Context: an optimization exercise on an open-source flow, tuned for small area, a short achievable clock period and few clock cycles per item. The choices shown serve that exercise and are no tape-out recipe.
RTL that was checked went through simulation tests only; none was proved equivalent to the original.
Only the layout flow was run in runs 2 to 6; the RTL was not checked for function there.

==> flow/design.v, too long to show whole: its modules and the start of the top module <==
// module sse_acc: 110 lines
// module sse_cadd: 28 lines
// module sse_sq_tree: 564 lines
// module SSE: 218 lines
module SSE (
	input  logic        clk,
	input  logic        rst,
	input  logic        in_valid,
	input  logic        in_last,
	input  logic [31:0] A,
	input  logic [31:0] B,
	output logic        in_ready,
	output logic        out_valid,
	output logic [31:0] Y
);
  // ...
==> flow/run.sh <==
#!/bin/bash
# synth_recipe.tcl (not shown) runs the flow's synth.tcl, then flattens the netlist and writes it again
# the make line also repeats each setting of config.mk as NAME=value (left out here)
make -C /OpenROAD-flow-scripts/flow DESIGN_CONFIG=/design/flow/config.mk WORK_HOME=/design/flow/orfs CLKGATE_MAP_FILE= SYNTH_SCRIPT=/design/flow/synth_recipe.tcl finish
==> flow/config.mk <==
export PLATFORM = sky130hd
export DESIGN_NAME = SSE
export DESIGN_NICKNAME = SSE
export VERILOG_FILES = /design/flow/design.v
export SDC_FILE = /design/flow/constraint.sdc
export NUM_CORES = 4
export LEC_CHECK = 0
export CAP_MARGIN = 20
export CORE_MARGIN = 2
export CORE_UTILIZATION = 40
export PLACE_DENSITY = 0.6
export SETUP_SLACK_MARGIN = 5
export SLEW_MARGIN = 20
==> flow/constraint.sdc <==
create_clock -name core_clock -period 10.0 [get_ports {clk}]
set_input_delay 2.0000 -clock core_clock [delete_from_list [all_inputs] [get_ports {clk}]]
set_output_delay 2.0000 -clock core_clock [all_outputs]
set_load 0.01 [all_outputs]
==> key figures, run 1 <==
Run status
  • Status: finished clean

Logic synthesis
  • Synth Area in Compound Gates: 18.3%
  • Proportion of synthesized area in mux cells: 7.50%
  • Synth Area in Simple Gates: 17.1%
  • Most common library cells after synthesis: dfxtp_1, inv_1, nand2_1
  • Mapped Cells: 3888
  • Top cells by area, synth: dfxtp_1, fa_1, ha_1

Die
  • I/O Pins: 102
  • Starting Density: 40.3%
  • DIE HEIGHT: 291 um
  • Die footprint: 0.0849 mm2

Cells and area
  • Most frequent cells in the layout: dfxtp_1, inv_1, nand2_1, nor2_1, a21oi_1
  • Final #Nets: 4369
  • Fillers: 8090
  • Plain + repair buffers: 180
  • Sequential cell count: 420

Global route
  • Largest net degree at the start of global routing: 37
  • Vias in the first global route: 27900

Clocking
  • Post-CTS Setup Bufs: 8

Timing
  • Endpoints failing setup: 0
  • Setup TNS: 0 ps
  • Rel. slew slack: 24.8%
  • Final Max Slew Viols: 0
  • RSZ-0062 raised after global routing: yes

Placement
  • Worst slack after detailed placement: 4460 ps
  • GPL Wtd Cong: 0.941
  • DP HPWL: 70700 um

Critical path
  • Setup Crit Path Kind: reg2reg
  • Required @ worst endpoint: 10360 ps
  • R2R Path Start: acc.acc[15]$_DFFE_PP_
  • Critical Path, Cell by Cell: a221o_2, a22o_1, or4_1, ha_1, inv_1, fa_1, nor2b_1, o21ai_1, a21oi_2, o21ai_2, and3b_1, o21a_1, o31ai_2, a221oi_2, o21ai_0, xor2_1, a221o_1
  • CP peak stage delay: 590 ps

Min path
  • Hold Crit Start: s1$_DFF_P_
  • Hold Crit Depth: 0
  • Hold Path Class: reg2reg

Routing
  • DRT antenna net count: 0
Testbench counts, summed over its fixed seeds: cycles 8,154, items 8,082.
==> module sse_cadd, before the edit <==
module sse_cadd #(parameter int W = 24, parameter int L = 5) (
	input  logic [W-1:0] a,
	input  logic [W-1:0] b,
	output logic [W:0]   s0,
	output logic [W:0]   s1
);
	logic [W-1:0] g [0:L];
	logic [W-1:0] p [0:L];
	assign g[0] = a & b;
	assign p[0] = a ^ b;
	genvar l, i;
	generate
		for (l = 0; l < L; l++) begin : g_lvl
			for (i = 0; i < W; i++) begin : g_bit
				if (i >= (1 << l)) begin : g_op
					assign g[l + 1][i] = g[l][i] | (p[l][i] & g[l][i - (1 << l)]);
					assign p[l + 1][i] = p[l][i] & p[l][i - (1 << l)];
				end
				else begin : g_pass
					assign g[l + 1][i] = g[l][i];
					assign p[l + 1][i] = p[l][i];
				end
			end
		end
	endgenerate
	assign s0 = {g[L][W-1], p[0] ^ {g[L][W-2:0], 1'b0}};
	assign s1 = {g[L][W-1] | p[L][W-1], p[0] ^ {g[L][W-2:0] | p[L][W-2:0], 1'b1}};
endmodule
==> run 2, diff against run 1 <==
--- a/flow/design.v
+++ b/flow/design.v
@@ -110,3 +110,3 @@
 endmodule
-module sse_cadd #(parameter int W = 24, parameter int L = 5) (
+module sse_cadd #(parameter int W = 24) (
 	input  logic [W-1:0] a,
@@ -116,2 +116,3 @@
 );
+	localparam int L = $clog2(W);
 	logic [W-1:0] g [0:L];
--- a/flow/config.mk
+++ b/flow/config.mk
@@ -7,2 +7,3 @@
 export LEC_CHECK = 0
+export ABC_AREA = 1
 export CAP_MARGIN = 20
==> run 2 against run 1 <==
  * Area after synthesis grew 9.3%
  * Sequential share of layout area shrank 1.8 points
  * Core utilization shrank 0.72 points
  * Synthesized cell count grew 37%
  * Clock skew shrank 1.2 ps
  * Fmax grew 0.12%
  * Critical path type unchanged
  * Critical endpoint is now acc.acc[19]$_DFFE_PP_
==> key figures, run 2 <==
Run status
  • Status: finished clean

Global route
  • First-pass GRT wire length: 180000 um
  • Largest net degree at the start of global routing: 45 (+22%)
  • Total grt overflow: 0
  • Total track usage: 24.0%
  • Vias in the first global route: 33300 (+19%)
  • Initial antenna violation count: 2

Routing
  • Vias per std cell: 5.23
  • Drt first pass iters: 8
  • DR WL/cell: 17.1 um
  • Iteration-0 DRC Markers: 2884
  • # DRC: 0
  • Via count of the routed design: 34400
  • Final WL: 112000 um
  • DRT antenna net count: 0 (unchanged)

Min path
  • Hold Crit Depth: 0 (unchanged)
  • Hold Crit Start: l3$_DFF_P_
  • Hold Path Class: reg2reg
  • Hold endpoint: l4$_DFF_P_

Cells and area
  • Final #Nets: 5822 (+33%)
  • Fraction of layout cells with a size suffix above 1: 4.91%
  • Diode count: 0
  • Fin area: 0.0400 mm2
  • Multi-input gate area: 0.0229 mm2
  • Area grow syn2layout: 10.8%
  • Fillers: 9444 (+17%)
  • Most common cell after layout, fill and taps aside: nand2_1
  • Most frequent cells in the layout: nand2_1, inv_1, dfxtp_1, o21ai_0, nand3_1
  • Biggest regs: r40: 44 flops, r41: 44 flops
  • Non-Filler Instances: 6569
  • Register area: 0.00873 mm2

Timing
  • Period utilization: 47.6%
  • Worst-margin pin slew: 1080 ps
  • Final Skew: 30.2 ps
  • Final hold vios: 0
  • Worst hold slack: 325 ps
  • Fmax: 210 MHz
  • Final Max Slew Viols: 0 (unchanged)
  • RSZ-0062 raised after global routing: yes
  • Setup TNS: 0 ps (unchanged)
  • Rel. slew slack: 27.6% (+2.8 points)
  • Post-layout minimum cycle time: 4760 ps
  • Endpoints failing setup: 0 (unchanged)

Logic synthesis
  • Synth Area in Simple Gates: 26.5% (+9.4 points)
  • Synthesized flop and latch total: 420
  • Synth Area in Compound Gates: 14.4% (-3.8 points)
  • Cell Area, Synth: 0.0361 mm2
  • Avg Synthesized Cell Area: 6.76 um2
  • Largest area contributor in the netlist: dfxtp_1
  • Synth warnings: 5
  • Sequential cell area fraction in the yosys report: 24.2%
  • Count leader, synth: nand2_1
  • Top cells by area, synth: dfxtp_1, nand2_1, fa_1
  • Fraction of registers with async set/reset: 0%
  • EDFF count, synth: 32
  • Synth cell types: 74
  • Most common library cells after synthesis: nand2_1, inv_1, dfxtp_1
  • Post-synth top area share: 21.5%
  • Syn Nets: 5805
  • Main combinational cell family by area after synthesis: simple AND/OR/NAND/NOR gates
  • Primary FF master, synth: dfxtp_1
  • XOR/XNOR Fraction of Synth Area: 3.75%
  • Proportion of synthesized area in mux cells: 0.139% (-7.4 points)
  • Adder-Cell Fraction of Synth Area: 18.1%
  • Mapped Cells: 5337 (+37%)

Critical path
  • R2R Path Start: acc.shH[1]$_DFF_P_
  • CP Capture Type: register
  • FF-to-FF path depth: 17
  • Critical Path Start Type: register
  • CP Data Arrival Time: 5010 ps
  • Reg-to-Reg End: acc.acc[19]$_DFFE_PP_
  • Setup Crit Path Kind: reg2reg
  • Required @ worst endpoint: 10250 ps (-110 ps)
  • Maximum fanout along the worst path: 15

Clocking
  • Worst skew pair latency: 610 ps
  • TritonCTS Buffers: 48
  • Hold buffers post-CTS: 0
  • Clock transition at path regs: 60 ps
  • CTS Sinks: 420
  • Clk root buf: clkbuf_16
  • CTS tree: yes
  • H-tree levels: 2
  • Deepest clock path buffer count: 3

Placement
  • DP HPWL: 86500 um (+22%)
  • Dpl cell area: 0.0380 mm2
  • Port Buf Inserts: 101
  • GPL Wtd Cong: 0.969 (+3.0%)
  • Placed insts: 6448

Die
  • FP Rows: 110
  • Die W: 304 um
  • Starting Density: 40.2% (-0.12 points)
  • Die footprint: 0.0926 mm2 (+9.2%)
  • DIE HEIGHT: 304 um (+4.5%)
  • I/O Pins: 102 (unchanged)
  • Core footprint: 0.0897 mm2

Job
  • Max Cap Viol: 0
## run 2: changes by cell type in the layout (fill, tap and decap cells not counted), sizes merged, moves of 165 or more
cell,previous run,this run
and2,170,5
mux2i,209,5
inv,383,989
nand3,64,347
nand2,336,1390
o21ai,192,375
## run 2: worst max-delay path by stage
stage / startpoint / endpoint / slack, ps
2_1_floorplan: acc.acc[29]$_DFFE_PP_ / acc.yp[1]$_DFF_P_ / 5850
5_1_grt: a0[28]$_DFF_P_ / y1[8]$_SDFF_PN0_ / 4990
3_3_place_gp: acc.acc[27]$_DFFE_PP_ / acc.yp[0]$_DFF_P_ / 3620
3_5_place_dp: acc.acc[27]$_DFFE_PP_ / acc.yp[0]$_DFF_P_ / 3590
4_1_cts: acc.acc[30]$_DFFE_PP_ / acc.yp[3]$_DFF_P_ / 5090
6_report: acc.shH[1]$_DFF_P_ / acc.acc[19]$_DFFE_PP_ / 5240
## run 2: cell families (layout without fill, tap and decap cells)
logic type | count (synthesis) | count (layout)
AOI/OAI and AO/OA | 899 | 899
adders and majority gates | 400 | 400
buffers and inverters | 1199 | 1252
and+or+nand+nor | 2261 | 2263
xor gates and xnor gates | 153 | 154
muxes | 5 | 5
DFF | 420 | 420
## run 2: metrics by stage
step                      setup slack [ps]  utilization, %
after floorplan                       5850               -
after global placement                3620            42.3
after detailed placement              3590            42.3
after CTS                             5090            44.3
after global routing                  4990            44.6
final                                 5240            44.6
## run 2: timing repair
item	in CTS	in global routing
gates resized for setup	23	15
hold endpoints to repair	0	0
gates cloned	5	0
setup buffers	8	19
pin swaps	4	2
setup endpoints to repair	56	77
## run 2: worst max-delay path, stage by stage (launching register included)
cell and delay (ps):
dfxtp_1 450, clkinvlp_4 320, o221ai_1 640, a22o_1 230, nor4_1 60, inv_1 50
ha_1 160, inv_1 60, fa_1 460, o21ai_1 330, nand3_1 110, nand2_1 230
nand3b_1 190, nand3_4 190, clkinvlp_4 230, buf_4 230, o21ai_0 190, o21ai_0 270
## run 2: layout make-up
type,instances,area share [%]
clock buffer,62,3.26
clock inverter,27,0.798
inverter,994,9.44
multi-input combinational,3721,57.2
sequential,420,21.8
tap,1176,3.68
timing repair buffer,167,3.78
timing repair inverter,2,0.0375
## run 2: per-layer routing
layer / global-route usage, % / vias up / routed length, um
met5: 0 / - / 0
met4: 8.35 / 0 / 3990
met3: 2.49 / 223 / 6460
met2: 40.7 / 1124 / 52300
met1: 31.6 / 16000 / 49600
li1: - / 17000 / -
==> run 3, diff against run 2 <==
--- a/flow/config.mk
+++ b/flow/config.mk
@@ -7,3 +7,2 @@
 export LEC_CHECK = 0
-export ABC_AREA = 1
 export CAP_MARGIN = 20
==> run 3 against run 2 <==
  * Synthesized cell count is 27% lower
  * Area after synthesis is 8.5% lower
  * Global-route usage is 2.0 points lower
  * Final area is 7.3% lower
  * Sequential cell count stayed put
  * Routed wire length is 16% lower
  * Setup slack worse by 5.5 ps
  * Cell count is 24% lower
  * Worst hold slack worse by 5.3 ps
  * Critical path type unchanged
==> key figures, run 3 <==
Job
  • Max Cap Viol: 0 (unchanged)

Die
  • I/O Pins: 102 (unchanged)
  • FP Rows: 105 (-4.5%)
  • Starting Density: 40.3% (+0.12 points)
  • DIE HEIGHT: 291 um (-4.3%)
  • Die footprint: 0.0849 mm2 (-8.4%)
  • Die W: 291 um (-4.3%)
  • Core footprint: 0.0818 mm2 (-8.8%)

Clocking
  • H-tree levels: 2 (unchanged)
  • Clock transition at path regs: 60 ps (about the same)
  • TritonCTS Buffers: 50 (+4.2%)
  • CTS Sinks: 420 (unchanged)
  • Clk root buf: clkbuf_16
  • CTS tree: yes
  • Deepest clock path buffer count: 3 (unchanged)
  • Worst skew pair latency: 620 ps (about the same)

Global route
  • Largest net degree at the start of global routing: 37 (-18%)
  • Total grt overflow: 0 (unchanged)
  • Initial antenna violation count: 0 (-2)
  • First-pass GRT wire length: 152000 um (-16%)
  • Vias in the first global route: 27900 (-16%)
  • Total track usage: 22.0% (-2.0 points)

Run status
  • Status: finished clean

Cells and area
  • Final #Nets: 4369 (-25%)
  • Fraction of layout cells with a size suffix above 1: 6.93% (+2.0 points)
  • Area grow syn2layout: 12.3%
  • Biggest regs: r40: 44 flops, r41: 44 flops
  • Most common cell after layout, fill and taps aside: dfxtp_1
  • Diode count: 0 (unchanged)
  • Most frequent cells in the layout: dfxtp_1, inv_1, nand2_1, nor2_1, a21oi_1
  • Fin util: 45.3% (+0.72 points)

Logic synthesis
  • Synthesized flop and latch total: 420 (unchanged)
  • Cell Area, Synth: 0.0330 mm2 (-8.5%)
  • Most common library cells after synthesis: dfxtp_1, inv_1, nand2_1
  • Largest area contributor in the netlist: dfxtp_1
  • Synth warnings: 5 (unchanged)
  • Avg Synthesized Cell Area: 8.49 um2 (+26%)
  • Sequential cell area fraction in the yosys report: 26.4% (+2.3 points)
  • Syn Nets: 4356 (-25%)
  • Count leader, synth: dfxtp_1
  • Synth cell types: 88 (+19%)
  • Post-synth top area share: 23.5% (+2.0 points)
  • Primary FF master, synth: dfxtp_1
  • Top cells by area, synth: dfxtp_1, fa_1, ha_1
  • Mapped Cells: 3888 (-27%)
  • EDFF count, synth: 32 (unchanged)
  • Fraction of registers with async set/reset: 0% (unchanged)

Timing
  • Post-layout minimum cycle time: 4770 ps (+5.50 ps)
  • Endpoints failing setup: 0 (unchanged)
  • Setup TNS: 0 ps (unchanged)
  • Fin worst setup slack: 5230 ps (-5.50 ps)
  • Worst-margin pin slew: 1120 ps (+33.4 ps)
  • RSZ-0062 raised after global routing: yes
  • Rel. slew slack: 24.8% (-2.8 points)
  • Final Skew: 31.4 ps (+1.21 ps)
  • Period utilization: 47.7% (+0.055 points)
  • Final hold vios: 0 (unchanged)
  • Fmax: 210 MHz (-0.12%)
  • Final Max Slew Viols: 0 (unchanged)

Min path
  • Hold endpoint: s2$_DFF_P_
  • Hold Crit Depth: 0 (unchanged)
  • Hold Crit Start: s1$_DFF_P_
  • Hold Path Class: reg2reg

Placement
  • GPL Wtd Cong: 0.941 (-2.9%)
  • Port Buf Inserts: 101 (unchanged)
  • Worst slack after detailed placement: 4460 ps (+872 ps)
  • DP HPWL: 70700 um (-18%)

Critical path
  • Critical Path Start Type: register
  • CP peak stage delay: 590 ps (-50 ps)
  • Maximum fanout along the worst path: 8 (-7)
  • Worst path bufs/invs: 1 (-4)
  • CP Capture Type: register
  • Setup Crit Path Kind: reg2reg
  • Slowest-stage cell, CP: or4_1
  • CP delay by family, top: compound AO/OA/AOI/OAI gates
  • CP Data Arrival Time: 5130 ps (+120 ps)
  • R2R Path Start: acc.acc[15]$_DFFE_PP_
  • Critical path depth in cells: 17 (unchanged)
  • Required @ worst endpoint: 10360 ps (+110 ps)
  • Reg-to-Reg End: acc.acc[21]$_DFFE_PP_
  • Critical Path, Cell by Cell: a221o_2, a22o_1, or4_1, ha_1, inv_1, fa_1, nor2b_1, o21ai_1, a21oi_2, o21ai_2, and3b_1, o21a_1, o31ai_2, a221oi_2, o21ai_0, xor2_1, a221o_1
  • FF-to-FF path depth: 17 (unchanged)

Routing
  • Via count of the routed design: 28200 (-18%)
  • Iteration-0 DRC Markers: 2282 (-21%)
  • Drt first pass iters: 6 (-2)
  • DRT antenna net count: 0 (unchanged)
  • # DRC: 0 (unchanged)
  • Final WL: 94600 um (-16%)
  • DR WL/cell: 18.9 um (+10%)
  • Vias per std cell: 5.62 (+7.4%)
## run 3: changes by cell type in the layout (fill, tap and decap cells not counted), moves of 35 or more
| cell | before | now |
|---|---|---|
| nand2_1 | 1375 | 335 |
| nor2b_1 | 0 | 35 |
| a21o_1 | 8 | 60 |
| inv_1 | 964 | 372 |
| a22oi_1 | 2 | 48 |
| nor2_1 | 332 | 257 |
| o21ai_0 | 343 | 177 |
| xnor2_1 | 35 | 77 |
| xor2_1 | 116 | 75 |
| mux2i_1 | 5 | 208 |
| and2_1 | 4 | 169 |
| nand3_1 | 337 | 64 |
## run 3: worst max-delay path by stage
stage,startpoint,to
after floorplan,acc.acc[28]$_DFFE_PP_,acc.shL[2]$_DFF_P_
after global placement,acc.acc[27]$_DFFE_PP_,acc.shL[2]$_DFF_P_
after detailed placement,acc.shH[0]$_DFF_P_,acc.shH[2]$_DFF_P_
after CTS,acc.acc[22]$_DFFE_PP_,acc.shL[1]$_DFF_P_
after global routing,acc.acc[27]$_DFFE_PP_,acc.yp[22]$_DFF_P_
final,acc.acc[15]$_DFFE_PP_,acc.acc[21]$_DFFE_PP_
## run 3: cell families after synthesis
kind of cell    after synthesis  synth area share (%)
simple gates               1152                  17.1
buf+inv                     597                  6.84
fa+ha+maj                   400                  19.8
xor+xnor                    155                  4.11
mux                         236                  7.50
compound gates              928                  18.3
flops                       420                  26.4
## run 3: cell type report
cell class                 count  area [um2]
clock buffer                  57        1320
timing repair buffer         180        1620
inverter                     378        1420
fill                        8090       44800
tap                         1070        1340
multi-input combinational   2871       22200
sequential                   420        8750
clock inverter                36         400
## run 3: stage by stage
stage / area [um2] / hold WS [ps] / cells
final: 37100 / 320 / 5012
after global routing: 37100 / 328 / 5012
after CTS: 36700 / 319 / 4985
after detailed placement: 34900 / 312 / 4884
after global placement: 34900 / 310 / 4884
after floorplan: 33000 / 310 / 3888
## run 3: repair_timing
action	4_1_cts	5_1_grt
hold endpoints to repair	0	0
gates resized for setup	13	38
setup endpoints to repair	48	63
setup buffers	8	27
pin swaps	2	3
hold buffers	0	0
## run 3: metal layers
metal	wire length [um]	global-route usage (%)	part of all wire, %	vias up
li1	-	-	-	13500
met1	42200	29.2	45	13500
met2	44600	37.1	47	888
met3	5070	2.79	5.4	170
met4	2720	6.79	2.9	0
met5	0	0	0	-
==> module sse_acc, before the edit <==
module sse_acc (
	input  logic        clk,
	input  logic        rst,
	input  logic [31:0] p1,
	input  logic        v5,
	input  logic        l5,
	output logic        out_valid,
	output logic [31:0] Y
);
	localparam logic [31:0] NAN = 32'h7f800001;
	logic [31:0] acc;
	logic        ps;
	logic [7:0]  pe;
	logic        pNaN, pInf;   
	logic        v6, l6, fresh;
	logic [23:0] yp;
	logic [3:0]  shH;    
	logic [7:0]  shL;    
	logic        selP;
	logic        as;
	logic [7:0]  ae;
	logic [22:0] af;
	assign {as, ae, af} = acc;
	logic aNaN, aInf, aZ, pZ;
	assign aNaN = (&ae) & (|af);
	assign aInf = (&ae) & ~(|af);
	assign aZ = fresh | ~(|ae);
	assign pZ = ~(|pe);
	logic normal;
	assign normal = ~aZ & ~aNaN & ~aInf & ~pNaN & ~pInf & ~pZ;
	logic [23:0] ya;
	logic [24:0] S, S1;
	logic        ovf;
	logic [7:0]  E, E1;
	logic [23:0] ma, yh;
	assign ma = {1'b1, af};
	always_comb begin
		for (int i = 0; i < 24; i++) begin
			yh[i] = (shH[0] & ma[i]) | (shH[1] & (i + 8 < 24 ? ma[(i + 8) % 24] : 1'b0))
				| (shH[2] & (i + 16 < 24 ? ma[(i + 16) % 24] : 1'b0));
			ya[i] = 0;
			for (int j = 0; j < 8; j++)
				if (i + j < 24) ya[i] = ya[i] | (shL[j] & yh[i + j]);
		end
	end
	sse_cadd #(.W(24)) add (.a(ya), .b(yp), .s0(S), .s1(S1));
	assign ovf = S[24];
	assign E = selP ? pe : ae;
	assign E1 = E + 8'd1;
	logic [31:0] nres, sres;
	assign nres = ovf ? {as, E1, S1[23:1]} : {as, E, S[22:0]};
	always_comb begin
		if (~v6) sres = acc;
		else if (aZ) sres = pNaN ? NAN : pZ ? 32'd0 : {ps, pe, yp[22:0]};
		else if (aNaN | pNaN) sres = NAN;
		else if (aInf & pInf) sres = (as == ps) ? acc : NAN;
		else if (aInf) sres = acc;
		else if (pInf) sres = {ps, 8'hff, 23'd0};
		else sres = acc;
	end
	logic [7:0]  e1n;
	logic [23:0] m1n, yp0, yp1;
	logic [8:0]  dP0, dA0;
	logic [4:0]  shA0, shA1, shA;
	logic        sel0, sel1, inc;
	assign e1n = p1[30:23];
	assign m1n = {1'b1, p1[22:0]};
	assign inc = v6 & ~aZ & ~pZ & ovf;
	logic       ebP;
	logic [8:0] dPa, dPp, dAa, dAp;
	assign ebP = v6 & (aZ | selP);
	assign dPa = {1'b0, ae} - {1'b0, e1n};
	assign dPp = {1'b0, pe} - {1'b0, e1n};
	assign dAa = {1'b0, e1n} - {1'b0, ae};
	assign dAp = {1'b0, e1n} - {1'b0, pe};
	assign dP0 = ebP ? dPp : dPa;
	assign dA0 = ebP ? dAp : dAa;
	assign sel0 = dP0[8];
	assign sel1 = sel0 & (dA0 != 9'd1);
	assign yp0 = sel0 ? m1n : (dP0[7:0] > 8'd23) ? 24'd0 : (m1n >> dP0[4:0]);
	assign yp1 = sel0 ? m1n : {1'b0, yp0[23:1]};
	assign shA0 = ~sel0 ? 5'd0 : (dA0[7:0] > 8'd23) ? 5'd24 : dA0[4:0];
	assign shA1 = ~sel1 ? 5'd0 : (dA0[7:0] > 8'd24) ? 5'd24 : (dA0[4:0] - 5'd1);
	assign shA = inc ? shA1 : shA0;
	logic azn;
	assign azn = v6 ? (l6 | (aZ & pZ)) : aZ;
	always_ff @(posedge clk) begin
		ps <= p1[31];
		pe <= p1[30:23];
		pNaN <= (&p1[30:23]) & (|p1[22:0]);
		pInf <= (&p1[30:23]) & ~(|p1[22:0]);
		l6 <= l5;
		acc <= (v6 & normal) ? nres : sres;
		selP <= inc ? sel1 : sel0;
		shH <= {1'b0, shA[4:3] == 2'd2, shA[4:3] == 2'd1, shA[4:3] == 2'd0};
		for (int j = 0; j < 8; j++) shL[j] <= (shA[2:0] == j);
		yp <= azn ? m1n : inc ? yp1 : yp0;
		if (rst) begin
			v6 <= 0;
			fresh <= 1;
			out_valid <= 0;
		end
		else begin
			v6 <= v5;
			if (v6) fresh <= l6;
			out_valid <= v6 & l6;
		end
	end
	assign Y = acc;
endmodule
==> run 4, diff against run 3 <==
--- a/flow/design.v
+++ b/flow/design.v
@@ -10,6 +10,3 @@
 	localparam logic [31:0] NAN = 32'h7f800001;
-	logic [31:0] acc;
-	logic        ps;
-	logic [7:0]  pe;
-	logic        pNaN, pInf;   
+	logic [31:0] p2, acc;
 	logic        v6, l6, fresh;
@@ -19,7 +16,8 @@
 	logic        selP;
-	logic        as;
-	logic [7:0]  ae;
-	logic [22:0] af;
+	logic        as, ps;
+	logic [7:0]  ae, pe;
+	logic [22:0] af, pf;
 	assign {as, ae, af} = acc;
-	logic aNaN, aInf, aZ, pZ;
+	assign {ps, pe, pf} = p2;
+	logic aNaN, aInf, aZ, pNaN, pInf, pZ;
 	assign aNaN = (&ae) & (|af);
@@ -27,2 +25,4 @@
 	assign aZ = fresh | ~(|ae);
+	assign pNaN = (&pe) & (|pf);
+	assign pInf = (&pe) & ~(|pf);
 	assign pZ = ~(|pe);
@@ -53,3 +53,3 @@
 		if (~v6) sres = acc;
-		else if (aZ) sres = pNaN ? NAN : pZ ? 32'd0 : {ps, pe, yp[22:0]};
+		else if (aZ) sres = pNaN ? NAN : pZ ? 32'd0 : p2;
 		else if (aNaN | pNaN) sres = NAN;
@@ -57,3 +57,3 @@
 		else if (aInf) sres = acc;
-		else if (pInf) sres = {ps, 8'hff, 23'd0};
+		else if (pInf) sres = p2;
 		else sres = acc;
@@ -84,9 +84,4 @@
 	assign shA = inc ? shA1 : shA0;
-	logic azn;
-	assign azn = v6 ? (l6 | (aZ & pZ)) : aZ;
 	always_ff @(posedge clk) begin
-		ps <= p1[31];
-		pe <= p1[30:23];
-		pNaN <= (&p1[30:23]) & (|p1[22:0]);
-		pInf <= (&p1[30:23]) & ~(|p1[22:0]);
+		p2 <= p1;
 		l6 <= l5;
@@ -96,3 +91,3 @@
 		for (int j = 0; j < 8; j++) shL[j] <= (shA[2:0] == j);
-		yp <= azn ? m1n : inc ? yp1 : yp0;
+		yp <= inc ? yp1 : yp0;
 		if (rst) begin
==> run 4 against run 3 <==
  * Still clean on timing, DRC and antenna
  * Critical path type unchanged
  * Setup slack lost 170 ps
  * Critical path depth grew 1
  * Core utilization grew 0.80 points
==> key figures, run 4 <==
Run status
  • Status: finished clean

Min path
  • Hold Crit Start: l5$_DFF_P_
  • Hold Path Class: reg2reg

Logic synthesis
  • Post-synth top area share: 24.7% (+1.1 points)
  • Most common library cells after synthesis: dfxtp_1, inv_1, nand2_1
  • EDFF count, synth: 32 (unchanged)
  • Avg Synthesized Cell Area: 8.57 um2 (+0.90%)
  • Synth Area in Compound Gates: 18.1% (-0.18 points)
  • Synth cell types: 89 (+1.1%)
  • Cell Area, Synth: 0.0332 mm2 (+0.52%)
  • Sequential cell area fraction in the yosys report: 27.6% (+1.1 points)
  • Main combinational cell family by area after synthesis: adder cells
  • Syn Nets: 4341 (-0.34%)
  • Proportion of synthesized area in mux cells: 6.33% (-1.2 points)
  • Fraction of registers with async set/reset: 0% (unchanged)
  • Synthesized flop and latch total: 441 (+5.0%)
  • Synth warnings: 5 (unchanged)
  • Primary FF master, synth: dfxtp_1
  • Count leader, synth: dfxtp_1
  • Synth Area in Simple Gates: 17.2% (+0.11 points)
  • XOR/XNOR Fraction of Synth Area: 4.35% (+0.24 points)
  • Mapped Cells: 3873 (-0.39%)
  • Top cells by area, synth: dfxtp_1, fa_1, ha_1
  • Adder-Cell Fraction of Synth Area: 19.7% (-0.10 points)
  • Largest area contributor in the netlist: dfxtp_1

Die
  • Starting Density: 40.4% (+0.078 points)
  • Die W: 292 um (+0.25%)
  • Die footprint: 0.0853 mm2 (+0.51%)
  • Core footprint: 0.0821 mm2 (+0.32%)
  • FP Rows: 105 (unchanged)
  • I/O Pins: 102 (unchanged)
  • DIE HEIGHT: 292 um (+0.25%)

Critical path
  • CP Capture Type: register
  • Worst path bufs/invs: 3 (+2)
  • Maximum fanout along the worst path: 11 (+3)
  • R2R Path Start: acc.acc[20]$_DFFE_PP_
  • Slowest-stage cell, CP: edfxtp_1
  • CP delay by family, top: compound AO/OA/AOI/OAI gates
  • Required @ worst endpoint: 10370 ps (about the same)
  • Critical Path Start Type: register
  • Setup Crit Path Kind: reg2reg
  • CP Data Arrival Time: 5310 ps (+180 ps)
  • CP peak stage delay: 470 ps (-120 ps)
  • Crit path launch: acc.acc[20]$_DFFE_PP_
  • Critical Path, Cell by Cell: buf_4, a22o_1, a222oi_1, nand3_1, ha_1, and2_1, and3_1, a221o_1, o21ba_4, a2111o_1, a31o_4, a21oi_4, buf_12, clkbuf_16, nand4b_1, a31oi_1, o22ai_1, a21oi_1

Routing
  • Iteration-0 DRC Markers: 2414 (+5.8%)
  • DRT antenna net count: 0 (unchanged)
  • Final WL: 97000 um (+2.6%)
  • Via count of the routed design: 28400 (+0.72%)
  • Vias per std cell: 5.65 (+0.58%)
  • Drt first pass iters: 6 (unchanged)
  • # DRC: 0 (unchanged)
  • DR WL/cell: 19.3 um (+2.4%)

Global route
  • First-pass GRT wire length: 154000 um (+1.4%)
  • Total track usage: 22.3% (+0.38 points)
  • Vias in the first global route: 27700 (-0.69%)
  • Largest net degree at the start of global routing: 53 (+43%)
  • Total grt overflow: 0 (unchanged)
  • Initial antenna violation count: 0 (unchanged)

Timing
  • Worst-margin pin slew: 1060 ps (-59.7 ps)
  • Fmax: 203 MHz (-3.4%)
  • Setup TNS: 0 ps (unchanged)
  • Post-layout minimum cycle time: 4930 ps (+166 ps)
  • Final Max Slew Viols: 0 (unchanged)
  • Final Skew: 56.7 ps (+25.3 ps)
  • RSZ-0062 raised after global routing: yes
  • Worst hold slack: 326 ps (+5.99 ps)
  • Rel. slew slack: 29.3% (+4.6 points)
  • Endpoints failing setup: 0 (unchanged)
  • Fin worst setup slack: 5070 ps (-166 ps)
  • Final hold vios: 0 (unchanged)
  • Period utilization: 49.3% (+1.7 points)

Cells and area
  • Most frequent cells in the layout: dfxtp_1, inv_1, nand2_1, nor2_1, a21oi_1
  • Multi-input gate area: 0.0222 mm2 (-0.20%)
  • Register area: 0.00916 mm2 (+4.7%)
  • Fillers: 7983 (-1.3%)
  • Area grow syn2layout: 14.0%
  • Fin util: 46.1% (+0.80 points)
  • Fin area: 0.0378 mm2 (+2.1%)
  • Diode count: 0 (unchanged)
  • Biggest regs: r40: 44 flops, r41: 44 flops
  • Final #Nets: 4375 (+0.14%)
  • Fraction of layout cells with a size suffix above 1: 8.13% (+1.2 points)
  • Most common cell after layout, fill and taps aside: dfxtp_1

Clocking
  • Worst skew pair latency: 640 ps (+20 ps)
  • CTS Sinks: 441 (+5.0%)
  • Deepest clock path buffer count: 3 (unchanged)
  • Clock transition at path regs: 60 ps (about the same)
  • TritonCTS Buffers: 51 (+2.0%)
  • Hold buffers post-CTS: 0 (unchanged)
  • H-tree levels: 2 (unchanged)
  • Clk root buf: clkbuf_16
  • CTS tree: yes

Placement
  • Worst slack after detailed placement: 3640 ps (-825 ps)
  • GPL Wtd Cong: 0.972 (+3.3%)
  • Dpl cell area: 0.0351 mm2 (+0.45%)
  • Port Buf Inserts: 101 (unchanged)
  • DP HPWL: 70900 um (+0.21%)

Job
  • Max Cap Viol: 0 (unchanged)
run 4: worst register-to-register path, cell delays in order (launching register included):
cell       delay, ps
edfxtp_1         470
buf_4            230
a22o_1           320
a222oi_1         320
nand3_1          180
ha_1             430
and2_1           220
and3_1           220
a221o_1          350
o21ba_4          230
a2111o_1         460
a31o_4           250
a21oi_4          230
buf_12           140
clkbuf_16        140
nand4b_1         140
a31oi_1          100
o22ai_1          190
a21oi_1           60
run 4: what timing repair did:
action	4_1_cts	5_1_grt
gates cloned	4	1
buffers inserted	21	32
setup endpoints to repair	68	89
resized for setup	23	65
pin swaps	8	28
run 4: final cells by class:
cell class / count / share of cell area, %
multi-input combinational: 2835 / 58.6
sequential: 441 / 24.2
timing repair buffer: 201 / 5.06
inverter: 377 / 3.74
clock buffer: 57 / 3.54
tap: 1070 / 3.54
clock inverter: 38 / 1.33
run 4: worst paths after layout:
check	to	cells past startpoint
worst max-delay path	acc.acc[28]$_DFFE_PP_	18
worst min-delay path	acc.l6$_DFF_P_	0
worst max register to register	acc.acc[28]$_DFFE_PP_	18
worst min register to register	acc.l6$_DFF_P_	0
run 4: cells by family after synthesis:
group / count (synthesis)
AOI/OAI and AO/OA: 912
xor gates and xnor gates: 165
adders and majority gates: 400
buffers and inverters: 598
DFF: 441
muxes: 190
and+or+nand+nor: 1167
run 4: routing by layer:
metal / share of wire, % / track usage, % / routed length, um / up-vias
met5: 0 / 0 / 0 / -
met4: 3.0 / 6.98 / 2950 / 0
met3: 5.8 / 2.57 / 5620 / 178
met2: 47 / 37.7 / 45600 / 942
met1: 44 / 29.9 / 42800 / 13700
li1: - / - / - / 13500
run 4: per-stage QoR:
step	instances
finish	5019
global route	5019
CTS	4985
detailed placement	4865
global placement	4865
floorplan	3873
==> run 5, diff against run 4 <==
==> flow/flow/run.sh (new file) <==
#!/bin/bash
set -euo pipefail
bash standard.sh SETUP_SLACK_MARGIN=6.5 finish > standard.log 2>&1
==> flow/standard.sh (new file) <==
#!/bin/bash
# synth_recipe.tcl (not shown) runs the flow's synth.tcl, then flattens the netlist and writes it again
# the make line also repeats each setting of config.mk as NAME=value (left out here)
make -C /OpenROAD-flow-scripts/flow DESIGN_CONFIG=/design/flow/config.mk WORK_HOME=/design/flow/orfs CLKGATE_MAP_FILE= SYNTH_SCRIPT=/design/flow/synth_recipe.tcl "${@:-finish}"
removed: flow/run.sh
==> run 5 against run 4 <==
  * Still clean on timing, DRC and antenna
  * Clock skew hardly changed
  * Final area increased by 9.3%
  * Cell count rose by 3.2%
  * Sequential cell count unchanged
  * Via count increased by 4.2%
  * Synthesized cell count unchanged
  * Register-to-register slack gained 180 ps
  * Area after synthesis did not move
  * Worst hold slack got worse by 20 ps
  * Critical path type unchanged
  * Highest routed layer unchanged
==> key figures, run 5 <==
Timing
  • Period utilization: 47.5% (-1.8 points)
  • Fmax: 210 MHz (+3.8%)
  • Setup TNS: 0 ps (unchanged)
  • Worst hold slack: 306 ps (-19.9 ps)
  • Final hold vios: 0 (unchanged)
  • Rel. slew slack: 37.5% (+8.1 points)
  • Final Skew: 57.2 ps (+0.470 ps)
  • Final Max Slew Viols: 0 (unchanged)
  • Post-layout minimum cycle time: 4750 ps (-181 ps)
  • Endpoints failing setup: 0 (unchanged)
  • RSZ-0062 raised after global routing: yes
  • Worst-margin pin slew: 937 ps (-122 ps)

Logic synthesis
  • XOR/XNOR Fraction of Synth Area: 4.35% (unchanged)
  • Sequential cell area fraction in the yosys report: 27.6% (unchanged)
  • Most common library cells after synthesis: dfxtp_1, inv_1, nand2_1
  • Top cells by area, synth: dfxtp_1, fa_1, ha_1
  • Synthesized flop and latch total: 441 (unchanged)
  • Largest area contributor in the netlist: dfxtp_1
  • Primary FF master, synth: dfxtp_1
  • EDFF count, synth: 32 (unchanged)
  • Synth warnings: 5 (unchanged)
  • Synth cell types: 89 (unchanged)
  • Syn Nets: 4341 (unchanged)
  • Mapped Cells: 3873 (unchanged)
  • Post-synth top area share: 24.7% (unchanged)
  • Count leader, synth: dfxtp_1
  • Fraction of registers with async set/reset: 0% (unchanged)
  • Adder-Cell Fraction of Synth Area: 19.7% (unchanged)
  • Avg Synthesized Cell Area: 8.57 um2 (unchanged)
  • Main combinational cell family by area after synthesis: adder cells
  • Cell Area, Synth: 0.0332 mm2 (unchanged)
  • Proportion of synthesized area in mux cells: 6.33% (unchanged)
  • Synth Area in Compound Gates: 18.1% (unchanged)
  • Synth Area in Simple Gates: 17.2% (unchanged)

Cells and area
  • Fraction of layout cells with a size suffix above 1: 19.5% (+11 points)
  • Diode count: 0 (unchanged)
  • Biggest regs: r40: 44 flops, r41: 44 flops
  • Fillers: 7514 (-5.9%)
  • Fin util: 50.4% (+4.3 points)
  • Area grow syn2layout: 24.6%
  • Most frequent cells in the layout: dfxtp_1, inv_1, nand2_1, nor2_1, a21oi_1
  • Final #Nets: 4539 (+3.7%)
  • Most common cell after layout, fill and taps aside: dfxtp_1
  • Non-Filler Instances: 5182 (+3.2%)

Critical path
  • Setup Crit Path Kind: reg2reg
  • CP peak stage delay: 540 ps (+70 ps)
  • Most used cell, CP: a21oi_2
  • FF-to-FF path depth: 19 (+1)
  • Worst path bufs/invs: 2 (-1)
  • Maximum fanout along the worst path: 8 (-3)
  • Critical Path Start Type: register
  • CP Data Arrival Time: 5100 ps (-210 ps)
  • Required @ worst endpoint: 10350 ps (-20 ps)
  • Critical path depth in cells: 19 (+1)
  • CP Capture Type: register
  • CP delay by family, top: compound AO/OA/AOI/OAI gates
  • Critical Path, Cell by Cell: a221o_2, a22o_1, or4_4, ha_4, inv_2, fa_2, nor2b_2, o21ai_2, a21oi_2, o311a_1, o21ba_2, a2111o_1, a31o_4, a21oi_4, buf_12, nor3_2, or3_1, a21oi_2, a21oi_2
  • Slowest-stage cell, CP: or4_4

Routing
  • Metal1 wirelength: 44400 um (+3.5%)
  • DR WL met2: 49400 um (+8.3%)
  • DR WL/cell: 20.1 um (+4.0%)
  • Via count of the routed design: 29500 (+4.2%)
  • Iteration-0 DRC Markers: 2333 (-3.4%)
  • Drt first pass iters: 9 (+3)
  • Vias per std cell: 5.70 (+0.88%)
  • Max Used Layer: met4
  • DRT antenna net count: 0 (unchanged)
  • Met3 WL: 6880 um (+22%)
  • # DRC: 0 (unchanged)
  • Final WL: 104000 um (+7.4%)

Clocking
  • Clk root buf: clkbuf_16
  • TritonCTS Buffers: 50 (-2.0%)
  • CTS Sinks: 441 (unchanged)
  • Deepest clock path buffer count: 3 (unchanged)
  • Hold buffers post-CTS: 0 (unchanged)
  • H-tree levels: 2 (unchanged)
  • Worst skew pair latency: 630 ps (about the same)
  • CTS tree: yes
  • Clock transition at path regs: 60 ps (about the same)

Placement
  • GPL Wtd Cong: 0.988 (+1.6%)
  • DP HPWL: 71700 um (+1.2%)
  • Port Buf Inserts: 101 (unchanged)
  • Placed insts: 4868 (+0.062%)

Global route
  • Total track usage: 23.2% (+0.86 points)
  • Total grt overflow: 0 (unchanged)
  • First-pass GRT wire length: 160000 um (+3.7%)
  • Vias in the first global route: 28500 (+3.1%)
  • Initial antenna violation count: 0 (unchanged)
  • Largest net degree at the start of global routing: 46 (-13%)

Min path
  • Hold Crit Depth: 0 (unchanged)
  • Hold Path Class: reg2reg

Die
  • FP Rows: 105 (unchanged)
  • I/O Pins: 102 (unchanged)
  • Starting Density: 40.4% (unchanged)
  • Die W: 292 um (unchanged)
  • Die footprint: 0.0853 mm2 (unchanged)
  • Core footprint: 0.0821 mm2 (unchanged)
  • DIE HEIGHT: 292 um (unchanged)

Job
  • Max Cap Viol: 0 (unchanged)

Run status
  • Status: finished clean
==> run 5: cell counts after synthesis <==
Identical to the previous run, type by type.
==> run 5: final cells by class <==
cell class                      count  area, um2  share of cell area (%)
Multi-Input combinational cell   2840      23900                    57.7
Sequential cell                   441       9190                    22.2
Timing Repair Buffer              361       3680                    8.90
Inverter                          377       1450                    3.52
Clock buffer                       63       1410                    3.42
Tap cell                         1070       1340                    3.24
Clock inverter                     30        415                    1.00
==> run 5: final timing paths <==
kind / startpoint / endpoint / slack, ps
worst max-delay path: acc.acc[15]$_DFFE_PP_ / acc.acc[29]$_DFFE_PP_ / 5250
worst min-delay path: p1[31]$_SDFF_PN0_ / acc.p2[31]$_DFF_P_ / 310
worst max register to register: acc.acc[15]$_DFFE_PP_ / acc.acc[29]$_DFFE_PP_ / 5250
worst min register to register: p1[31]$_SDFF_PN0_ / acc.p2[31]$_DFF_P_ / 310
==> run 5: repair_timing <==
action | in CTS | in global routing
pin swaps | 96 | 91
setup buffers | 136 | 64
resized for setup | 413 | 254
endpoints found under the setup margin | 204 | 196
gates cloned | 15 | 6
==> run 5: worst register-to-register path, cell delays in order (launching register included) <==
cell,delay (ps)
edfxtp_1,420
a221o_2,410
a22o_1,220
or4_4,540
ha_4,180
inv_2,50
fa_2,200
nor2b_2,50
o21ai_2,150
a21oi_2,90
o311a_1,320
o21ba_2,210
a2111o_1,390
a31o_4,240
a21oi_4,220
buf_12,180
nor3_2,70
or3_1,350
a21oi_2,170
a21oi_2,40
==> run 5: kinds of logic after synthesis <==
family                   Yosys count
AO/OA/AOI/OAI                    912
AND/OR/NAND/NOR                 1167
adder cells (fa/ha/maj)          400
buffers and inverters            598
XOR/XNOR                         165
multiplexers                     190
flip-flops                       441
==> run 5: layer usage <==
metal / vias to the layer above / track usage, %
met5: - / 0
met2: 1160 / 38.9
met3: 230 / 3.28
li1: 13900 / -
met1: 14200 / 30.7
met4: 0 / 7.62
==> run 5: through the flow <==
stage	cell area (um2)	setup WS, ps
after floorplan	33500	5570
after global placement	35300	4130
after detailed placement	35300	4060
after CTS	39800	5400
after global routing	41400	5160
final	41400	5250
==> run 6, diff against run 5 <==
--- a/flow/design.v
+++ b/flow/design.v
@@ -10,3 +10,6 @@
 	localparam logic [31:0] NAN = 32'h7f800001;
-	logic [31:0] p2, acc;
+	logic [31:0] acc;
+	logic        ps;
+	logic [7:0]  pe;
+	logic        pNaN, pInf;   
 	logic        v6, l6, fresh;
@@ -16,8 +19,7 @@
 	logic        selP;
-	logic        as, ps;
-	logic [7:0]  ae, pe;
-	logic [22:0] af, pf;
+	logic        as;
+	logic [7:0]  ae;
+	logic [22:0] af;
 	assign {as, ae, af} = acc;
-	assign {ps, pe, pf} = p2;
-	logic aNaN, aInf, aZ, pNaN, pInf, pZ;
+	logic aNaN, aInf, aZ, pZ;
 	assign aNaN = (&ae) & (|af);
@@ -25,4 +27,2 @@
 	assign aZ = fresh | ~(|ae);
-	assign pNaN = (&pe) & (|pf);
-	assign pInf = (&pe) & ~(|pf);
 	assign pZ = ~(|pe);
@@ -49,13 +49,11 @@
 	assign E1 = E + 8'd1;
-	logic [31:0] nres, sres;
+	logic [31:0] nres, pval, res;
+	logic        selN, selA, selP2, selNaN;
 	assign nres = ovf ? {as, E1, S1[23:1]} : {as, E, S[22:0]};
-	always_comb begin
-		if (~v6) sres = acc;
-		else if (aZ) sres = pNaN ? NAN : pZ ? 32'd0 : p2;
-		else if (aNaN | pNaN) sres = NAN;
-		else if (aInf & pInf) sres = (as == ps) ? acc : NAN;
-		else if (aInf) sres = acc;
-		else if (pInf) sres = p2;
-		else sres = acc;
-	end
+	assign pval = {ps, pe, aZ ? yp[22:0] : 23'd0};
+	assign selN = v6 & normal;
+	assign selNaN = v6 & (aZ ? pNaN : (aNaN | pNaN | (aInf & pInf & (as != ps))));
+	assign selA = ~v6 | (~aZ & ~aNaN & ~pNaN & (aInf ? (~pInf | (as == ps)) : (~pInf & pZ)));
+	assign selP2 = v6 & (aZ ? (~pNaN & ~pZ) : (~aNaN & ~pNaN & ~aInf & pInf));
+	assign res = ({32{selN}} & nres) | ({32{selA}} & acc) | ({32{selP2}} & pval) | ({32{selNaN}} & NAN);
 	logic [7:0]  e1n;
@@ -84,6 +82,11 @@
 	assign shA = inc ? shA1 : shA0;
+	logic azn;
+	assign azn = v6 ? (l6 | (aZ & pZ)) : aZ;
 	always_ff @(posedge clk) begin
-		p2 <= p1;
+		ps <= p1[31];
+		pe <= p1[30:23];
+		pNaN <= (&p1[30:23]) & (|p1[22:0]);
+		pInf <= (&p1[30:23]) & ~(|p1[22:0]);
 		l6 <= l5;
-		acc <= (v6 & normal) ? nres : sres;
+		acc <= res;
 		selP <= inc ? sel1 : sel0;
@@ -91,3 +94,3 @@
 		for (int j = 0; j < 8; j++) shL[j] <= (shA[2:0] == j);
-		yp <= inc ? yp1 : yp0;
+		yp <= azn ? m1n : inc ? yp1 : yp0;
 		if (rst) begin
==> flow/run.sh (new file) <==
#!/bin/bash
# synth_recipe.tcl (not shown) runs the flow's synth.tcl, then flattens the netlist and writes it again
# the make line also repeats each setting of config.mk as NAME=value (left out here)
make -C /OpenROAD-flow-scripts/flow DESIGN_CONFIG=/design/flow/config.mk WORK_HOME=/design/flow/orfs CLKGATE_MAP_FILE= SYNTH_SCRIPT=/design/flow/synth_recipe.tcl finish
removed: flow/flow/run.sh
removed: flow/standard.sh
==> run 6 against run 5 <==
  * Worst hold slack gained 4.3 ps
  * Fmax is 0.73% lower
  * Routed wire length fell by 11%
  * Still clean on timing, DRC and antenna
  * Setup slack worse by 35 ps
  * Area after synthesis down 0.89%
  * Core utilization down 5.3 points
  * Critical endpoint is now acc.shL[3]$_DFF_P_
==> key figures, run 6 <==
Run status
  • Status: finished clean

Logic synthesis
  • Avg Synthesized Cell Area: 8.43 um2 (-1.7%)
  • Top cells by area, synth: dfxtp_1, fa_1, ha_1
  • Post-synth top area share: 25.6% (+0.89 points)
  • Count leader, synth: dfxtp_1
  • Fraction of registers with async set/reset: 0% (unchanged)
  • EDFF count, synth: 0 (-100%)
  • Synth warnings: 5 (unchanged)
  • Sequential cell area fraction in the yosys report: 25.6% (-2.0 points)
  • Largest area contributor in the netlist: dfxtp_1
  • Cell Area, Synth: 0.0329 mm2 (-0.89%)
  • Primary FF master, synth: dfxtp_1
  • Syn Nets: 4371 (+0.69%)
  • Mapped Cells: 3903 (+0.77%)
  • Synthesized flop and latch total: 420 (-4.8%)
  • Synth cell types: 97 (+9.0%)
  • Most common library cells after synthesis: dfxtp_1, nand2_1, inv_1

Critical path
  • Critical Path, Cell by Cell: a221o_2, buf_4, a222oi_1, nand3_1, ha_2, a21o_1, a21oi_4, o2111ai_1, or3b_4, a21boi_2, o21ai_2, a2111oi_2, nor2_2, buf_12, and3_1, a221o_1, a221oi_1
  • CP Capture Type: register
  • Slowest-stage cell, CP: or3b_4
  • CP peak stage delay: 440 ps (-100 ps)
  • Setup Crit Path Kind: reg2reg
  • Critical Path Start Type: register
  • Maximum fanout along the worst path: 31 (+23)
  • Required @ worst endpoint: 10510 ps (+160 ps)
  • CP Data Arrival Time: 5300 ps (+200 ps)

Timing
  • Rel. slew slack: 31.9% (-5.6 points)
  • Period utilization: 47.9% (+0.35 points)
  • Setup TNS: 0 ps (unchanged)
  • Final hold vios: 0 (unchanged)
  • Endpoints failing setup: 0 (unchanged)
  • RSZ-0062 raised after global routing: yes
  • Worst-margin pin slew: 1010 ps (+77.5 ps)
  • Final Skew: 27.6 ps (-29.6 ps)
  • Fmax: 209 MHz (-0.73%)
  • Post-layout minimum cycle time: 4790 ps (+35.1 ps)
  • Final Max Slew Viols: 0 (unchanged)

Global route
  • Initial antenna violation count: 0 (unchanged)
  • Vias in the first global route: 27500 (-3.5%)
  • Total track usage: 21.9% (-1.3 points)
  • Largest net degree at the start of global routing: 43 (-6.5%)
  • First-pass GRT wire length: 151000 um (-5.4%)
  • Total grt overflow: 0 (unchanged)

Cells and area
  • Most common cell after layout, fill and taps aside: dfxtp_1
  • Most frequent cells in the layout: dfxtp_1, nand2_1, inv_1, nor2_1, a21oi_1
  • Non-Filler Instances: 4992 (-3.7%)
  • Biggest regs: r40: 44 flops, r41: 44 flops
  • Fraction of layout cells with a size suffix above 1: 6.71% (-13 points)
  • Final #Nets: 4356 (-4.0%)
  • Diode count: 0 (unchanged)
  • Area grow syn2layout: 11.9%

Clocking
  • CTS tree: yes
  • H-tree levels: 2 (unchanged)
  • TritonCTS Buffers: 47 (-6.0%)
  • Deepest clock path buffer count: 3 (unchanged)
  • Worst skew pair latency: 620 ps (about the same)
  • Clk root buf: clkbuf_16
  • Clock transition at path regs: 60 ps (about the same)
  • CTS Sinks: 420 (-4.8%)

Die
  • Die footprint: 0.0845 mm2 (-0.88%)
  • I/O Pins: 102 (unchanged)
  • Starting Density: 40.2% (-0.17 points)
  • Die W: 291 um (-0.44%)
  • DIE HEIGHT: 291 um (-0.44%)
  • FP Rows: 105 (unchanged)
  • Core footprint: 0.0817 mm2 (-0.48%)

Routing
  • Iteration-0 DRC Markers: 2083 (-11%)
  • DR WL/cell: 18.7 um (-7.2%)
  • DRT antenna net count: 0 (unchanged)
  • Via count of the routed design: 28000 (-5.0%)
  • Final WL: 93200 um (-11%)
  • Drt first pass iters: 6 (-3)
  • Vias per std cell: 5.62 (-1.4%)
  • # DRC: 0 (unchanged)

Min path
  • Hold Path Class: reg2reg

Placement
  • Port Buf Inserts: 101 (unchanged)
  • GPL Wtd Cong: 0.913 (-7.6%)
  • DP HPWL: 70300 um (-2.0%)
  • Placed insts: 4899 (+0.64%)

Job
  • Max Cap Viol: 0 (unchanged)
run 6: metal layers:
| layer | wire length (um) | share of wire [%] | GRT usage [%] | up-vias |
|---|---|---|---|---|
| met2 | 44800 | 48 | 37.4 | 815 |
| met4 | 2640 | 2.8 | 6.42 | 0 |
| met3 | 4750 | 5.1 | 2.35 | 164 |
| met5 | 0 | 0 | 0 | - |
| li1 | - | - | - | 13600 |
| met1 | 41000 | 44 | 29.1 | 13500 |
run 6: kinds of logic after synthesis:
group                    share of synthesized area, %
AND/OR/NAND/NOR                                  17.8
AO/OA/AOI/OAI                                    19.2
buffers and inverters                            6.81
flip-flops                                       25.6
adder cells (fa/ha/maj)                          19.8
multiplexers                                     6.72
XOR/XNOR                                         4.02
run 6: final cells by class:
cell class | instances | area [um2]
tap | 1070 | 1340
clock inverter | 24 | 370
inverter | 359 | 1350
fill | 8053 | 44900
timing repair buffer | 166 | 1520
clock buffer | 59 | 1300
multi-input combinational | 2894 | 22500
sequential | 420 | 8420
run 6: worst paths after layout:
check,depth (start not counted),startpoint,end
min,0,s1$_DFF_P_,s2$_DFF_P_
max reg2reg,17,acc.shH[1]$_DFF_P_,acc.shL[3]$_DFF_P_
min reg2reg,0,s1$_DFF_P_,s2$_DFF_P_
max,17,acc.shH[1]$_DFF_P_,acc.shL[3]$_DFF_P_
run 6: stage by stage:
stage	instance area (um2)	util, %	worst slack, ps	hold slack, ps
4_1_cts	36600	44.8	4950	308
5_1_grt	36800	45.0	4960	319
6_report	36800	45.0	5210	310
3_3_place_gp	34900	42.7	4260	312
2_1_floorplan	32900	-	5270	310
3_5_place_dp	34900	42.7	4160	313
run 6: what timing repair did:
| item | 4_1_cts | 5_1_grt |
|---|---|---|
| endpoints found under the setup margin | 66 | 74 |
| pin swaps | 4 | 5 |
| hold buffers | 0 | 0 |
| gates cloned | 1 | 0 |
| buffers inserted | 2 | 7 |
| resized for setup | 21 | 29 |
run 6: critical path: cells and delay by family, from the launching register on:
family	cells	cell delay, ps
buffers and inverters	2	340
AND/OR/NAND/NOR	4	900
adder cells (fa/ha/maj)	1	420
AO/OA/AOI/OAI	10	2600
flip-flops	1	400

-- port drivers added, routing unchanged --
Ports are ideal in the flow. The routed layouts listed here were re-timed in OpenROAD.
Step 1 assumes that a clkbuf_16 drives the clock port and a buf_2 every other input.
Step 2 adds t to the input delays and takes it off the output delays; t is the mean of the earliest and latest rising clock arrival at the registers after step 1. Input paths then give back, and output paths get back, about the clock's delay inside the block.
a / b / c = ideal ports / drivers / drivers and shift; a / b = the first two.
run | t (ns) | slack for setup (ns) | worst setup path after step 2 | clock arrival spread, ns | pins driven straight from the clock port
run 1 | 0.679 | 5.232 / 5.232 / 5.232 | register to register | 0.039 / 0.038 | 1
run 2 | 0.659 | 5.237 / 5.237 / 5.237 | register to register | 0.034 / 0.035 | 1
run 3 | 0.679 | 5.232 / 5.232 / 5.232 | register to register | 0.039 / 0.038 | 1
run 4 | 0.676 | 5.065 / 5.065 / 5.065 | register to register | 0.058 / 0.057 | 1
run 5 | 0.673 | 5.246 / 5.246 / 5.246 | register to register | 0.058 / 0.057 | 1
run 6 | 0.671 | 5.211 / 5.211 / 5.211 | register to register | 0.028 / 0.028 | 1
After both steps setup and hold are still met in every run listed.
